Background: an optimization exercise with open tools, aiming at small area and a short achievable clock period. Do not read the settings as production practice.
At most, simulation tests tie the RTL to the original design; equivalence was not proved.
The flow treats the clock pin as an ideal source. Dropping or thinning the clock tree relies on that and would not hold on a real chip.

==> v2 <==
// mult_top
module mult_top (
    input             clk,
    input      [31:0] mplier,
    input      [31:0] mcand,
    output     [63:0] product
);
Settings: LEC_CHECK=0, ABC_AREA=1, CAP_MARGIN=20, CORE_MARGIN=2, CORE_UTILIZATION=40, SLEW_MARGIN=20, SYNTH_HIERARCHICAL=1, SYNTH_MINIMUM_KEEP_SIZE=0; clock period 28.0 ns.
standard.sh (not shown) runs the stock make flow with config.mk's settings and CLKGATE_MAP_FILE= SYNTH_SCRIPT=/design/flow/synth_recipe.tcl, a recipe that flattens the netlist after the stock synthesis.
==> flow/flow/run.sh <==
#!/bin/bash
# Own layout flow: the standard flow (standard.sh) with the standard
# synthesis unchanged, then the layout steps with
#  - plain buffers (buf_2) on the ports,
#  - a two-level balanced clock tree (flow/cts_own.tcl) in place of ORFS's CTS,
#  - repair_timing aiming at a slack margin below the fixed clock period, so
#    that it sizes and buffers the multiplier's critical paths.
# The output of each make run is in make_*.log here; each step's log is in
# orfs/logs/.
set -euo pipefail
export OWN_FLOW_DIR=$(pwd)/flow
bash standard.sh synth > make_synth.log 2>&1
bash standard.sh \
  SETUP_SLACK_MARGIN=21.55 \
  "BUFFER_PORTS_ARGS=-buffer_cell sky130_fd_sc_hd__buf_2" \
  PRE_CTS_TCL=$OWN_FLOW_DIR/cts_own.tcl \
  finish > make_finish.log 2>&1
Other scripts of this flow, unchanged in this note and not shown: flow/flow/cts_own.tcl
==> v22 (differences from v2) <==
--- a/flow/design.v
+++ b/flow/design.v
@@ -44,31 +44,14 @@
 module signed_array_mplier #(
     parameter N = 32
 ) (
     input  [N-1:0]   mplier,
     input  [N-1:0]   mcand,
     output [2*N-1:0] product
 );
-    generate
-        if (N == 32) begin : g32
-            booth_mult32 u_mult (.mplier(mplier), .mcand(mcand), .product(product));
-        end else begin : gn
-            wire [2*N-1:0] a_ext = {{N{mplier[N-1]}}, mplier};
-            wire [2*N-1:0] b_ext = {{N{mcand[N-1]}}, mcand};
-            assign product = a_ext * b_ext;
-        end
-    endgenerate
-endmodule
-module booth_mult32 #(
-    parameter N = 32
-) (
-    input  [N-1:0]   mplier,
-    input  [N-1:0]   mcand,
-    output [2*N-1:0] product
-);
     wire xn0;
     wire xn1;
     wire xn2;
     wire xn3;
     wire xn4;
     wire xn5;
     wire xn6;
--- a/flow/flow/run.sh
+++ b/flow/flow/run.sh
@@ -7,11 +7,11 @@
 #    that it sizes and buffers the multiplier's critical paths.
 # The output of each make run is in make_*.log here; each step's log is in
 # orfs/logs/.
 set -euo pipefail
 export OWN_FLOW_DIR=$(pwd)/flow
 bash standard.sh synth > make_synth.log 2>&1
 bash standard.sh \
-  SETUP_SLACK_MARGIN=21.55 \
+  SETUP_SLACK_MARGIN=21.6 \
   "BUFFER_PORTS_ARGS=-buffer_cell sky130_fd_sc_hd__buf_2" \
   PRE_CTS_TCL=$OWN_FLOW_DIR/cts_own.tcl \
   finish > make_finish.log 2>&1
==> v8 (differences from v2) <==
--- a/flow/design.v
+++ b/flow/design.v
@@ -44,31 +44,14 @@
 module signed_array_mplier #(
     parameter N = 32
 ) (
     input  [N-1:0]   mplier,
     input  [N-1:0]   mcand,
     output [2*N-1:0] product
 );
-    generate
-        if (N == 32) begin : g32
-            booth_mult32 u_mult (.mplier(mplier), .mcand(mcand), .product(product));
-        end else begin : gn
-            wire [2*N-1:0] a_ext = {{N{mplier[N-1]}}, mplier};
-            wire [2*N-1:0] b_ext = {{N{mcand[N-1]}}, mcand};
-            assign product = a_ext * b_ext;
-        end
-    endgenerate
-endmodule
-module booth_mult32 #(
-    parameter N = 32
-) (
-    input  [N-1:0]   mplier,
-    input  [N-1:0]   mcand,
-    output [2*N-1:0] product
-);
     wire xn0;
     wire xn1;
     wire xn2;
     wire xn3;
     wire xn4;
     wire xn5;
     wire xn6;
--- a/flow/flow/run.sh
+++ b/flow/flow/run.sh
@@ -7,11 +7,11 @@
 #    that it sizes and buffers the multiplier's critical paths.
 # The output of each make run is in make_*.log here; each step's log is in
 # orfs/logs/.
 set -euo pipefail
 export OWN_FLOW_DIR=$(pwd)/flow
 bash standard.sh synth > make_synth.log 2>&1
 bash standard.sh \
-  SETUP_SLACK_MARGIN=21.55 \
+  SETUP_SLACK_MARGIN=21.35 \
   "BUFFER_PORTS_ARGS=-buffer_cell sky130_fd_sc_hd__buf_2" \
   PRE_CTS_TCL=$OWN_FLOW_DIR/cts_own.tcl \
   finish > make_finish.log 2>&1
==> summary of the runs <==
In sequential cell count, v8 and v2 do not differ. The lowest worst setup slack belongs to v8, the highest to v22. Hold slack, highest first: v2, v8, v22. Of v8 and v2, v2 has the higher design area (gap 1.3%, measured against v2). Sequential share of layout area, highest first: v8, v2, v22. In via count, v22 and v2 hardly differ. Clock skew: v8 < v2 < v22. Register-to-register slack, highest first: v22, v2, v8. The lowest utilization belongs to v8, the highest to v22. In synthesized cell count, v2 and v8 do not differ.
In every run of this note, the design's own scripts or RTL, not TritonCTS, make the clock network.

* * *

==> build 80: inputs <==
Another version of the RTL of mult_top (not shown whole).
==> flow/design.v (excerpt) <==
module mult_top (
    input             clk,
    input      [31:0] mplier,
    input      [31:0] mcand,
    output     [63:0] product
);
    reg  [31:0] mplier_q;
    reg  [31:0] mcand_q;
    reg  [63:0] product_q;
    wire [63:0] product_d;
    signed_array_mplier #(.N(32)) u_mult (
        .mplier (mplier_q),
        .mcand  (mcand_q),
        .product(product_d)
    );
    always @(posedge clk) begin
        mplier_q  <= mplier;
        mcand_q   <= mcand;
        product_q <= product_d;
    end
    assign product = product_q;
endmodule
export LEC_CHECK = 0
export ABC_AREA = 1
export CAP_MARGIN = 20
export CORE_MARGIN = 2
export CORE_UTILIZATION = 40
export SLEW_MARGIN = 20
export SYNTH_HIERARCHICAL = 1
export SYNTH_MINIMUM_KEEP_SIZE = 0
create_clock -name core_clock -period 28.0 [get_ports {clk}]
==> flow/flow/run.sh <==
#!/bin/bash
# Own layout flow: the standard flow (standard.sh), with the standard
# synthesis unchanged, then the layout steps with
#  - plain buffers (buf_2) on the ports instead of the resizer's default pick,
#  - repair_timing aiming at a slack margin below the fixed clock period, so
#    that it sizes and buffers the multiplier's critical paths.
# Each step's full output is in this folder (make_*.log) and in orfs/logs/.
set -euo pipefail
MARGIN=${MARGIN:-21}
bash standard.sh synth > make_synth.log 2>&1
bash standard.sh \
  SETUP_SLACK_MARGIN=$MARGIN \
  "BUFFER_PORTS_ARGS=-buffer_cell sky130_fd_sc_hd__buf_2" \
  finish > make_finish.log 2>&1
==> inputs of trial 85, as changes to build 80 <==
==> flow/run.sh (new file) <==
#!/bin/bash
# synth_recipe.tcl (not shown) runs the flow's synth.tcl, then flattens the netlist and writes it again
# the make line also repeats each setting of config.mk as NAME=value (left out here)
make -C /OpenROAD-flow-scripts/flow DESIGN_CONFIG=/design/flow/config.mk WORK_HOME=/design/flow/orfs CLKGATE_MAP_FILE= SYNTH_SCRIPT=/design/flow/synth_recipe.tcl finish
removed: flow/flow/run.sh
removed: flow/standard.sh
==> summary.txt <==
* Outcome: finished clean
* Worst reg-to-reg setup slack at 20590 ps
* Sequential cell area share at 9.40%
* Met1 usage at 30.4%
* Post-DR vias/cell at 5.94
* Register Area at 2580 um2
* Period utilization at 26.5%
* F_max at 0.135 GHz
* Met3 WL at 6.69 mm
* Final Cell Area at 27500 um2
* GR Layer Usage met2 at 42.5%
* Final Worst Setup Slack at 20590 ps
The numbers above come from trial 85.

==> summary.txt <==
* Register Area at 2590 um2
* Outcome: finished clean
* GR Layer Usage met2 at 42.7%
* # Taps at 846
* Worst reg-to-reg setup slack at 21290 ps
* Met3 usage at 5.28%
* Final Worst Setup Slack at 21290 ps
* Reg2reg end: product_q[58]
* Most crowded layer after global routing: met2
* Post-DR vias/cell at 6.04
* Sequential cell area share at 9.53%
* Met1 usage at 31.6%
* Period utilization at 24.0%
The numbers above come from build 80.

Function was not checked in any run of this note: the RTL went through the layout flow alone.

* * *

==> job 3618 <==
Another version of the RTL of mult_top (not shown whole).
==> module inverter, before the edit <==
module inverter (
    input  a,
    output y
);
    assign y = ~a;
endmodule
clock: 28.0 ns
lec_check: 0
abc_area: 1
cap_margin: 20
core_margin: 2
core_utilization: 40
slew_margin: 20
synth_hierarchical: 1
synth_minimum_keep_size: 0
==> flow/flow/run.sh <==
#!/bin/bash
# Own layout flow: the standard flow (standard.sh) with the standard
# synthesis unchanged, then the layout steps with
#  - the buffers ABC inserted removed at floorplan (the resizer rebuffers),
#  - plain buffers (buf_2) on the ports,
#  - repair_timing aiming at a slack margin below the fixed clock period, so
#    that it sizes and buffers the multiplier's critical paths.
# The output of each make run is in make_*.log here; each step's log is in
# orfs/logs/.
set -euo pipefail
bash standard.sh synth > make_synth.log 2>&1
bash standard.sh \
  SETUP_SLACK_MARGIN=21.3 \
  REMOVE_ABC_BUFFERS=0 \
  "BUFFER_PORTS_ARGS=-buffer_cell sky130_fd_sc_hd__buf_2" CTS_CLUSTER_SIZE=32 CTS_CLUSTER_DIAMETER=200 \
  finish > make_finish.log 2>&1
==> job 8940 (differences from job 3618) <==
==> flow/flow/run.sh (replaced) <==
#!/bin/bash
# Own layout flow: the standard flow (standard.sh) with the standard
# synthesis unchanged, then the layout steps with
#  - plain buffers (buf_2) on the ports,
#  - a two-level balanced clock tree (flow/cts_own.tcl) in place of ORFS's CTS,
#  - repair_timing aiming at a slack margin below the fixed clock period, so
#    that it sizes and buffers the multiplier's critical paths.
# The output of each make run is in make_*.log here; each step's log is in
# orfs/logs/.
set -euo pipefail
export OWN_FLOW_DIR=$(pwd)/flow
bash standard.sh synth > make_synth.log 2>&1
bash standard.sh \
  SETUP_SLACK_MARGIN=21.6 \
  "BUFFER_PORTS_ARGS=-buffer_cell sky130_fd_sc_hd__buf_2" \
  PRE_CTS_TCL=$OWN_FLOW_DIR/cts_own.tcl \
  finish > make_finish.log 2>&1
==> flow/flow/cts_own.tcl (new file) <==
set own_l1 sky130_fd_sc_hd__clkbuf_8
set own_l2 sky130_fd_sc_hd__clkbuf_16
set db [ord::get_db]
set block [ord::get_db_block]
set clk_net [$block findNet clk]
set sinks {}
foreach it [$clk_net getITerms] {
  set inst [$it getInst]
  set bb [$inst getBBox]
  set x [expr {([$bb xMin] + [$bb xMax]) / 2}]
  set y [expr {([$bb yMin] + [$bb yMax]) / 2}]
  lappend sinks [list $it $x $y]
}
puts "own cts: [llength $sinks] clock sinks"

# split items (lists whose elements 1, 2 are x, y) into two halves of equal
# size along the longer side of their bounding box
proc own_halves {items} {
  set xs {}; set ys {}
  foreach s $items { lappend xs [lindex $s 1]; lappend ys [lindex $s 2] }
  set xs [lsort -integer $xs]; set ys [lsort -integer $ys]
  set idx [expr {([lindex $xs end] - [lindex $xs 0]) >= ([lindex $ys end] - [lindex $ys 0]) ? 1 : 2}]
  set sorted [lsort -integer -index $idx $items]
  set h [expr {[llength $sorted] / 2}]
  return [list [lrange $sorted 0 [expr {$h - 1}]] [lrange $sorted $h end]]
}
proc own_centroid {items} {
  set sx 0; set sy 0
  foreach s $items { incr sx [lindex $s 1]; incr sy [lindex $s 2] }
  return [list [expr {$sx / [llength $items]}] [expr {$sy / [llength $items]}]]
}
proc own_buffer {name master in_net cx cy} {
  set block [ord::get_db_block]
  set inst [odb::dbInst_create $block $master $name]
  set net [odb::dbNet_create $block "${name}_net"]
  $net setSigType CLOCK
  [$inst findITerm A] connect $in_net
  [$inst findITerm X] connect $net
  set m [$inst getMaster]
  $inst setLocation [expr {$cx - [$m getWidth] / 2}] [expr {$cy - [$m getHeight] / 2}]
  $inst setPlacementStatus PLACED
  return $net
}

set m1 [$db findMaster $own_l1]
set m2 [$db findMaster $own_l2]
set quarters {}
foreach h [own_halves $sinks] { foreach q [own_halves $h] { lappend quarters $q } }
set qi 0
foreach q $quarters {
  set eighths [own_halves $q]
  set leaves {}
  foreach e $eighths { lappend leaves [concat [own_centroid $e]] }
  # first-level buffer midway between its two second-level buffers
  set c1 [own_centroid [list [concat x [lindex $leaves 0]] [concat x [lindex $leaves 1]]]]
  set n1 [own_buffer "clkbuf_own_l1_$qi" $m1 $clk_net [lindex $c1 0] [lindex $c1 1]]
  set ei 0
  foreach e $eighths {
    set c2 [own_centroid $e]
    set n2 [own_buffer "clkbuf_own_l2_${qi}_$ei" $m2 $n1 [lindex $c2 0] [lindex $c2 1]]
    foreach s $e {
      set it [lindex $s 0]
      $it disconnect
      $it connect $n2
    }
    puts "own cts: clkbuf_own_l2_${qi}_$ei drives [llength $e] registers"
    incr ei
  }
  incr qi
}
set_propagated_clock [all_clocks]
rename clock_tree_synthesis own_unused_clock_tree_synthesis
proc clock_tree_synthesis {args} {
  puts "own cts: ORFS clock_tree_synthesis skipped, two-level tree built by flow/cts_own.tcl"
}
==> job 6917 (differences from job 3618) <==
--- a/flow/design.v
+++ b/flow/design.v
@@ -36,10 +36,4 @@
     assign cout = a & b;
 endmodule
-module inverter (
-    input  a,
-    output y
-);
-    assign y = ~a;
-endmodule
 module signed_array_mplier #(
     parameter N = 32
--- a/flow/flow/run.sh
+++ b/flow/flow/run.sh
@@ -12,5 +12,5 @@
 bash standard.sh \
   SETUP_SLACK_MARGIN=21.3 \
-  REMOVE_ABC_BUFFERS=0 \
-  "BUFFER_PORTS_ARGS=-buffer_cell sky130_fd_sc_hd__buf_2" CTS_CLUSTER_SIZE=32 CTS_CLUSTER_DIAMETER=200 \
+  REMOVE_ABC_BUFFERS=1 \
+  "BUFFER_PORTS_ARGS=-buffer_cell sky130_fd_sc_hd__buf_2" \
   finish > make_finish.log 2>&1
==> comparison table <==
| item | job 6917 | job 8940 | job 3618 |
|---|---|---|---|
| Result of the run | timing/DRC/antenna clean | timing/DRC/antenna clean | timing/DRC/antenna clean |
| Launch instance of the worst register-to-register path | mplier_q[7] | mplier_q[2] | mplier_q[15] |
| Cell Count Post-Placement | 3264 | 3271 | 3271 |
| Clock buffer instance count of the final layout | 20 | - | 18 |
| Gr usage total | 0.259 | 0.249 | 0.254 |
| Reg2reg end | product_q[47] | product_q[48] | product_q[47] |
| Vias after detailed routing | 19807 | 20004 | 19755 |
| Slowest cell on the critical path | dfxtp_1 | dfxtp_2 | dfxtp_1 |
| Buffer depth of the longest clock path | 2 | - | 2 |
| Total number of nets in the final design | 3144 | 3180 | 3144 |
| DR iter-0 viols | 1832 | 1763 | 1577 |
| Non-clock buffer count in the final layout | 208 | - | 209 |
| Wire length on met2 | 38.3 mm | 40.8 mm | 39.3 mm |
| Critical path origin | product_q[2] | product_q[19] | product_q[52] |
| Number of gates resized after cts | 39 | 80 | 45 |
For job 6917, only the layout was checked, not whether the RTL still works. In job 8940 the design's own scripts or RTL, not TritonCTS, make the clock network.

afterwards: timing with drivers on the ports:
The flow's constraints put no driver on any port. The routed layouts listed below were extracted and timed again, unchanged, in two steps. Step 1 (the two cells are an assumption about what drives the block):
set clk [get_ports {clk}]
set_driving_cell -lib_cell sky130_fd_sc_hd__clkbuf_16 $clk
set_driving_cell -lib_cell sky130_fd_sc_hd__buf_2 [delete_from_list [all_inputs] $clk]
Step 2 moves the port delays by t, midway between the first and last clock arrival at a register: inputs arrive t later, outputs are due t later. That takes back most of the time a late clock gives input paths. Slacks: no drivers / after step 1 / after step 2; pairs: no drivers / after step 1.
run	t, ns	slack for setup (ns)	worst setup path at the end
v2	0.440	21.595 / 21.470 / 21.704	register to register
v22	0.442	21.601 / 21.475 / 21.776	register to register
v8	0.444	21.523 / 21.463 / 21.523	register to register
build 80	0.544	21.289 / 21.289 / 21.289	register to register
trial 85	0.556	20.589 / 20.589 / 20.589	register to register
job 3618	0.543	21.451 / 21.392 / 21.592	register to register
job 8940	0.428	21.635 / 21.512 / 21.743	register to register
job 6917	0.553	21.408 / 21.347 / 21.552	register to register
After both steps every run listed still meets setup and hold.
